This is an optimization exercise on Yosys and OpenROAD, whose aim is small area, not a production implementation. In this exercise RTL edits were held to simulation tests only and were not proved equivalent to the original. Power and IR drop assume default switching activity.

==> job 9692 <==
==> flow/design.v <==
module poly_fir_stage1 #(
    parameter int DECIMATION_FACTOR = 9,
    parameter int TAP_LEN          = 63,
    parameter int DATA_WIDTH       = 16,
    parameter int COEF_WIDTH       = 16,
    parameter int BUF_LEN          = 64
    )(
    input  logic                          clk,
    input  logic                          rst,
    input  logic                          din_valid,
    output logic                          dout_valid,
    input  logic signed [DATA_WIDTH-1:0]  din,
    output logic signed [DATA_WIDTH-1:0]  dout
    );
    localparam int LW = 20;           
    localparam int HW = 32 - LW;      
    wire accept = din_valid & ~rst;
    logic       qs;
    logic [2:0] qm;
    always_ff @(posedge clk) begin
        if (rst) begin
            qs <= 1'b0;
            qm <= 3'd4;
        end else if (accept) begin
            if (qs) begin
                if (qm == 3'd1) begin
                    qs <= 1'b0;
                    qm <= 3'd0;
                end else begin
                    qm <= qm - 3'd1;
                end
            end else begin
                if (qm == 3'd4) qs <= 1'b1;
                else qm <= qm + 3'd1;
            end
        end
    end
    logic       go;
    logic       busy;
    logic [1:0] r;
    logic [2:0] j;
    wire last = busy & (j == 3'd6) & (r == 2'd3);
    wire       busy_n = rst ? 1'b0 : (go | (busy & ~last));
    wire [2:0] j_n = (go | (j == 3'd6)) ? 3'd0 : j + 3'd1;
    wire [1:0] r_n = go ? 2'd0 : ((j == 3'd6) ? r + 2'd1 : r);
    always_ff @(posedge clk) begin
        go   <= accept;
        busy <= busy_n;
        j    <= j_n;
        r    <= r_n;
    end
    wire blk_end = last & ~qs & (qm == 3'd4);
    logic       ks, ks_n;
    logic [1:0] km, km_n;
    always_comb begin
        ks_n = ks;
        km_n = km;
        if (!blk_end) begin
            if (ks) begin
                if (km == 2'd1) begin
                    ks_n = 1'b0;
                    km_n = 2'd0;
                end else begin
                    km_n = km - 2'd1;
                end
            end else begin
                if (km == 2'd3) ks_n = 1'b1;
                else km_n = km + 2'd1;
            end
        end
    end
    always_ff @(posedge clk) begin
        ks <= ks_n;
        km <= km_n;
    end
    logic [4:0] rom;
    always_comb begin
        case ({qm, ks_n ^ qs, km_n, r_n})
            8'd0: rom = 5'b00100;
            8'd1: rom = 5'b00001;
            8'd2: rom = 5'b11000;
            8'd3: rom = 5'b00100;
            8'd4: rom = 5'b00100;
            8'd5: rom = 5'b10001;
            8'd6: rom = 5'b10010;
            8'd7: rom = 5'b00010;
            8'd8: rom = 5'b00010;
            8'd9: rom = 5'b00001;
            8'd10: rom = 5'b11000;
            8'd11: rom = 5'b00001;
            8'd12: rom = 5'b10100;
            8'd13: rom = 5'b00100;
            8'd14: rom = 5'b00000;
            8'd15: rom = 5'b00000;
            8'd16: rom = 5'b00100;
            8'd17: rom = 5'b00001;
            8'd18: rom = 5'b11000;
            8'd19: rom = 5'b00100;
            8'd20: rom = 5'b00100;
            8'd21: rom = 5'b10001;
            8'd22: rom = 5'b10010;
            8'd23: rom = 5'b00010;
            8'd24: rom = 5'b00010;
            8'd25: rom = 5'b00001;
            8'd26: rom = 5'b11000;
            8'd27: rom = 5'b00001;
            8'd28: rom = 5'b10100;
            8'd29: rom = 5'b00100;
            8'd30: rom = 5'b00000;
            8'd31: rom = 5'b00000;
            8'd32: rom = 5'b10100;
            8'd33: rom = 5'b00001;
            8'd34: rom = 5'b11000;
            8'd35: rom = 5'b00100;
            8'd36: rom = 5'b11000;
            8'd37: rom = 5'b00001;
            8'd38: rom = 5'b10001;
            8'd39: rom = 5'b00010;
            8'd40: rom = 5'b00000;
            8'd41: rom = 5'b00000;
            8'd42: rom = 5'b10100;
            8'd43: rom = 5'b00001;
            8'd44: rom = 5'b10001;
            8'd45: rom = 5'b01000;
            8'd46: rom = 5'b00000;
            8'd47: rom = 5'b00000;
            8'd48: rom = 5'b10100;
            8'd49: rom = 5'b00001;
            8'd50: rom = 5'b11000;
            8'd51: rom = 5'b00100;
            8'd52: rom = 5'b10001;
            8'd53: rom = 5'b10010;
            8'd54: rom = 5'b10100;
            8'd55: rom = 5'b00010;
            8'd56: rom = 5'b00010;
            8'd57: rom = 5'b00100;
            8'd58: rom = 5'b00100;
            8'd59: rom = 5'b00000;
            8'd60: rom = 5'b10100;
            8'd61: rom = 5'b00010;
            8'd62: rom = 5'b00000;
            8'd63: rom = 5'b00000;
            8'd64: rom = 5'b11000;
            8'd65: rom = 5'b10001;
            8'd66: rom = 5'b01000;
            8'd67: rom = 5'b00010;
            8'd68: rom = 5'b00001;
            8'd69: rom = 5'b00001;
            8'd70: rom = 5'b00000;
            8'd71: rom = 5'b00010;
            8'd72: rom = 5'b00100;
            8'd73: rom = 5'b10001;
            8'd74: rom = 5'b10010;
            8'd75: rom = 5'b00001;
            8'd76: rom = 5'b11000;
            8'd77: rom = 5'b10010;
            8'd78: rom = 5'b00001;
            8'd79: rom = 5'b00000;
            8'd80: rom = 5'b11000;
            8'd81: rom = 5'b10001;
            8'd82: rom = 5'b01000;
            8'd83: rom = 5'b00010;
            8'd84: rom = 5'b00010;
            8'd85: rom = 5'b11000;
            8'd86: rom = 5'b01000;
            8'd87: rom = 5'b00001;
            8'd88: rom = 5'b00000;
            8'd89: rom = 5'b10010;
            8'd90: rom = 5'b00100;
            8'd91: rom = 5'b00000;
            8'd92: rom = 5'b00000;
            8'd93: rom = 5'b00001;
            8'd94: rom = 5'b00000;
            8'd95: rom = 5'b00000;
            8'd96: rom = 5'b10001;
            8'd97: rom = 5'b00100;
            8'd98: rom = 5'b00100;
            8'd99: rom = 5'b00010;
            8'd100: rom = 5'b00000;
            8'd101: rom = 5'b00001;
            8'd102: rom = 5'b00001;
            8'd103: rom = 5'b00010;
            8'd104: rom = 5'b11000;
            8'd105: rom = 5'b00000;
            8'd106: rom = 5'b10001;
            8'd107: rom = 5'b00001;
            8'd108: rom = 5'b10100;
            8'd109: rom = 5'b00000;
            8'd110: rom = 5'b00001;
            8'd111: rom = 5'b00000;
            8'd112: rom = 5'b10001;
            8'd113: rom = 5'b00100;
            8'd114: rom = 5'b00100;
            8'd115: rom = 5'b00010;
            8'd116: rom = 5'b10100;
            8'd117: rom = 5'b00100;
            8'd118: rom = 5'b00010;
            8'd119: rom = 5'b00001;
            8'd120: rom = 5'b00100;
            8'd121: rom = 5'b00001;
            8'd122: rom = 5'b00010;
            8'd123: rom = 5'b00000;
            8'd124: rom = 5'b11000;
            8'd125: rom = 5'b00001;
            8'd126: rom = 5'b00000;
            8'd127: rom = 5'b00000;
            8'd128: rom = 5'b00001;
            8'd129: rom = 5'b10010;
            8'd130: rom = 5'b00100;
            8'd131: rom = 5'b00010;
            8'd132: rom = 5'b00001;
            8'd133: rom = 5'b00000;
            8'd134: rom = 5'b00010;
            8'd135: rom = 5'b00010;
            8'd136: rom = 5'b00001;
            8'd137: rom = 5'b00000;
            8'd138: rom = 5'b00000;
            8'd139: rom = 5'b00001;
            8'd140: rom = 5'b00010;
            8'd141: rom = 5'b00010;
            8'd142: rom = 5'b00001;
            8'd143: rom = 5'b00000;
            8'd144: rom = 5'b00001;
            8'd145: rom = 5'b10010;
            8'd146: rom = 5'b00100;
            8'd147: rom = 5'b00010;
            8'd148: rom = 5'b00001;
            8'd149: rom = 5'b00001;
            8'd150: rom = 5'b00001;
            8'd151: rom = 5'b00001;
            8'd152: rom = 5'b11000;
            8'd153: rom = 5'b10010;
            8'd154: rom = 5'b00010;
            8'd155: rom = 5'b00000;
            8'd156: rom = 5'b00010;
            8'd157: rom = 5'b00000;
            8'd158: rom = 5'b00000;
            8'd159: rom = 5'b00000;
            default: rom = 5'd0;
        endcase
    end
    logic [4:0] dg;
    always_ff @(posedge clk) begin
        dg <= rom & {5{busy_n}};
    end
    wire       neg = dg[4];
    wire [3:0] sel = dg[3:0];
    logic signed [15:0] x;
    always_ff @(posedge clk) begin
        if (accept) x <= din;
    end
    logic [17:0] x3;
    logic [17:0] c3;
    logic        c9;
    assign x3[0] = x[0];
    assign c3[1] = 1'b0;
    genvar gi;
    generate
        for (gi = 1; gi < 17; gi++) begin : g_x3
            wire aa = (gi < 16) ? x[gi] : x[15];
            wire bb = x[gi-1];
            wire ci = (gi == 9) ? c9 : c3[gi];
            assign x3[gi] = aa ^ bb ^ ci;
            assign c3[gi+1] = (aa & bb) | (aa & ci) | (bb & ci);
        end
    endgenerate
    assign x3[17] = x[15];
    always_ff @(posedge clk) begin
        c9 <= c3[9];
    end
    wire [18:0] xe = {{3{x[15]}}, x};
    wire [18:0] mx = ({19{sel[0]}} & xe)
                   | ({19{sel[1]}} & {xe[17:0], 1'b0})
                   | ({19{sel[2]}} & {x3[17], x3})
                   | ({19{sel[3]}} & {xe[16:0], 2'b00});
    wire [18:0] mn = mx ^ {19{neg}};
    logic [31:0] term;
    always_comb begin
        case (r)
            2'd0: term = {{13{mn[18]}}, mn};
            2'd1: term = {{10{mn[18]}}, mn, {3{neg}}};
            2'd2: term = {{7{mn[18]}}, mn, {6{neg}}};
            default: term = {{4{mn[18]}}, mn, {9{neg}}};
        endcase
    end
    logic [32:0] ring [0:6];
    wire clr = busy & qs & (qm == 3'd4) & ~ks & (km == 2'd3) & (r == 2'd0);
    wire fin = busy & ~qs & (qm == 3'd4) & ks & (km == 2'd3) & (r == 2'd1);
    wire [32:0] a = ring[6] & {33{~clr}};
    logic [LW-1:0] lsum;
    logic [LW:0]   lc;
    logic [HW-1:0] hsum;
    logic [HW:0]   hc;
    assign lc[0] = neg;
    assign hc[0] = a[LW];
    generate
        for (gi = 0; gi < LW; gi++) begin : g_lo
            assign lsum[gi] = a[gi] ^ term[gi] ^ lc[gi];
            assign lc[gi+1] = (a[gi] & term[gi]) | (a[gi] & lc[gi]) | (term[gi] & lc[gi]);
        end
        for (gi = 0; gi < HW; gi++) begin : g_hi
            wire aa = a[LW+1+gi];
            wire tt = term[LW+gi];
            assign hsum[gi] = aa ^ tt ^ hc[gi];
            assign hc[gi+1] = (aa & tt) | (aa & hc[gi]) | (tt & hc[gi]);
        end
    endgenerate
    always_ff @(posedge clk) begin
        ring[0] <= {hsum, lc[LW], lsum};
        for (int i = 1; i < 7; i++) ring[i] <= ring[i-1];
    end
    always_ff @(posedge clk) begin
        if (rst) dout_valid <= 1'b0;
        else dout_valid <= fin;
    end
    wire [31:0] acc = {ring[0][32:LW+1], ring[0][LW-1:0]};
    wire [1:0] top = acc[31:30];
    assign dout = (top == 2'b01) ? 16'sh7fff :
                  (top == 2'b10) ? 16'sh8000 : acc[30:15];
endmodule
==> flow/run.sh <==
#!/bin/bash
# synth_recipe.tcl (not shown) runs the flow's synth.tcl, then flattens the netlist and writes it again
# the make line also repeats each setting of config.mk as NAME=value (left out here)
make -C /OpenROAD-flow-scripts/flow DESIGN_CONFIG=/design/flow/config.mk WORK_HOME=/design/flow/orfs CLKGATE_MAP_FILE= SYNTH_SCRIPT=/design/flow/synth_recipe.tcl finish
==> flow/config.mk <==
export PLATFORM = sky130hd
export DESIGN_NAME = poly_fir_stage1
export DESIGN_NICKNAME = poly_fir_stage1
export VERILOG_FILES = /design/flow/design.v
export SDC_FILE = /design/flow/constraint.sdc
export NUM_CORES = 8
export LEC_CHECK = 0
export CAP_MARGIN = 20
export CORE_MARGIN = 2
export CORE_UTILIZATION = 40
export SLEW_MARGIN = 20
==> flow/constraint.sdc <==
create_clock -name core_clock -period 10.0 [get_ports {clk}]
set_input_delay 2.0000 -clock core_clock [delete_from_list [all_inputs] [get_ports {clk}]]
set_output_delay 2.0000 -clock core_clock [all_outputs]
set_load 0.01 [all_outputs]
==> job 4738: changes against job 9692 <==
--- a/flow/design.v
+++ b/flow/design.v
@@ -284,12 +284,17 @@
         endcase
     end
-    logic [32:0] ring [0:6];
-    wire clr = busy & qs & (qm == 3'd4) & ~ks & (km == 2'd3) & (r == 2'd0);
-    wire fin = busy & ~qs & (qm == 3'd4) & ks & (km == 2'd3) & (r == 2'd1);
-    wire [32:0] a = ring[6] & {33{~clr}};
+    localparam int UW = HW - 1;       
+    logic [LW+UW:0] ring [0:6];
+    wire clr  = busy & qs & (qm == 3'd4) & ~ks & (km == 2'd3) & (r == 2'd0);
+    wire fin  = busy & ~qs & (qm == 3'd4) & ks & (km == 2'd3) & (r == 2'd1);
+    wire role0 = ks & (km == 2'd3);
+    wire [LW+UW:0] a = ring[6] & {(LW+UW+1){~clr}};
+    logic e31, e31v;
+    wire  a31 = e31v ? e31 : a[LW+UW];
     logic [LW-1:0] lsum;
     logic [LW:0]   lc;
     logic [HW-1:0] hsum;
     logic [HW:0]   hc;
+    wire  [HW-1:0] ah = {a31, a[LW+UW:LW+1]};
     assign lc[0] = neg;
     assign hc[0] = a[LW];
@@ -300,13 +305,14 @@
         end
         for (gi = 0; gi < HW; gi++) begin : g_hi
-            wire aa = a[LW+1+gi];
-            wire tt = term[LW+gi];
-            assign hsum[gi] = aa ^ tt ^ hc[gi];
-            assign hc[gi+1] = (aa & tt) | (aa & hc[gi]) | (tt & hc[gi]);
+            assign hsum[gi] = ah[gi] ^ term[LW+gi] ^ hc[gi];
+            assign hc[gi+1] = (ah[gi] & term[LW+gi]) | (ah[gi] & hc[gi]) | (term[LW+gi] & hc[gi]);
         end
     endgenerate
     always_ff @(posedge clk) begin
-        ring[0] <= {hsum, lc[LW], lsum};
+        ring[0] <= {hsum[UW-1:0], lc[LW], lsum};
         for (int i = 1; i < 7; i++) ring[i] <= ring[i-1];
+        if (role0) e31 <= hsum[HW-1];
+        if (blk_end) e31v <= 1'b0;
+        else if (role0) e31v <= 1'b1;
     end
     always_ff @(posedge clk) begin
@@ -314,6 +320,6 @@
         else dout_valid <= fin;
     end
-    wire [31:0] acc = {ring[0][32:LW+1], ring[0][LW-1:0]};
-    wire [1:0] top = acc[31:30];
+    wire [30:0] acc = {ring[0][LW+UW:LW+1], ring[0][LW-1:0]};
+    wire [1:0] top = {e31, acc[30]};
     assign dout = (top == 2'b01) ? 16'sh7fff :
                   (top == 2'b10) ? 16'sh8000 : acc[30:15];
==> flow/flow/run.sh (new file) <==
#!/bin/bash
# Own layout flow: the standard flow (standard.sh) with changes that only affect how the
# layout is built:
#  - synthesis: flow/synth.tcl (the standard flow's synthesis script with an area-oriented ABC mapping;
#    same registers, names and cell types),
#  - port buffers use the smallest buffer cell,
#  - clock tree synthesis builds one level of large clock buffers without dummy loads,
set -euo pipefail
here=$(pwd)
export OWN_ABC_SCRIPT="$here/flow/area.abc"
export BUFFER_PORTS_ARGS="-buffer_cell sky130_fd_sc_hd__buf_1"
export CTS_ARGS="-sink_clustering_enable -repair_clock_nets -sink_clustering_size 24 -sink_clustering_max_diameter 60 -buf_list sky130_fd_sc_hd__clkbuf_16 -dont_use_dummy_load"
sed "s#SYNTH_SCRIPT=[^ ]*#SYNTH_SCRIPT=$here/flow/synth.tcl#" standard.sh > own_standard.sh
bash own_standard.sh finish > make_flow.log 2>&1
==> flow/flow/area.abc (new file) <==
strash
 &get -n
 &fraig -x
 &put
 scorr
 dc2
 strash
 &get -n
 &dch -f
 &nf -a
 &put
==> flow/flow/synth.tcl (new file) <==
# The standard synthesis (synth_recipe.tcl) with two changes to the combinational mapping only:
# Yosys's synth runs without its internal quick ABC pass (so full adders are extracted from the
# RTL's own adder structure), and the final ABC mapping uses flow/area.abc. Register inference,
# flip-flop mapping, flattening and renaming are unchanged.
proc synth {args} { yosys synth -nofsm -noshare -noabc {*}$args }
proc abc {args} {
  set i [lsearch -exact $args -script]
  if {$i >= 0} { lset args [expr {$i+1}] $::env(OWN_ABC_SCRIPT) }
  yosys abc {*}$args
}
source $::env(SCRIPTS_DIR)/synth.tcl
# left out here: clear keep_hierarchy, flatten, clean up, hide names made inside functions, write 1_2_yosys.v
==> flow/standard.sh (new file) <==
#!/bin/bash
# synth_recipe.tcl (not shown) runs the flow's synth.tcl, then flattens the netlist and writes it again
# the make line also repeats each setting of config.mk as NAME=value (left out here)
make -C /OpenROAD-flow-scripts/flow DESIGN_CONFIG=/design/flow/config.mk WORK_HOME=/design/flow/orfs CLKGATE_MAP_FILE= SYNTH_SCRIPT=/design/flow/synth_recipe.tcl "${@:-finish}"
--- a/flow/config.mk
+++ b/flow/config.mk
@@ -8,4 +8,4 @@
 export CAP_MARGIN = 20
 export CORE_MARGIN = 2
-export CORE_UTILIZATION = 40
+export CORE_UTILIZATION = 60
 export SLEW_MARGIN = 20
removed: flow/run.sh
==> notes.md <==
Between job 4738 and job 9692, the lower combinational power is in job 4738 (gap about 10%, measured against job 9692).
Die area: job 4738 is smaller than job 9692 (about 40%).
First-iteration DRC count: job 4738 is higher than job 9692 (13%).
Worst hold slack: job 9692 is higher than job 4738 (40 ps).
In job 9692 the routed wire length is larger than in job 4738, by 4.5%.
Against job 9692, the power of job 4738 is smaller by 14%.
Between job 9692 and job 4738, the lower setup slack is in job 4738 (gap 42 ps).

-- port drivers added, routing unchanged --
How much do the figures lean on ideal ports? The routed layouts below were timed once more, with nothing changed but the port constraints.
Step 1, drivers: a clkbuf_16 drives clk and a buf_2 each remaining input, both assumed.
Step 2 also shifts input and output timing later by t, the mid clock arrival at the registers, as if the neighbouring blocks saw the same clock.
Slacks: ideal ports / drivers / drivers and shift; pairs: ideal ports / drivers.
| run | t, ns | setup slack, ns | worst register clock-pin slew, ns |
|---|---|---|---|
| job 9692 | 0.568 | 0.602 / 0.602 / 0.602 | 0.07 / 0.07 |
| job 4738 | 0.506 | 0.559 / 0.559 / 0.559 | 0.09 / 0.09 |
After both steps setup and hold are still met in every run listed.
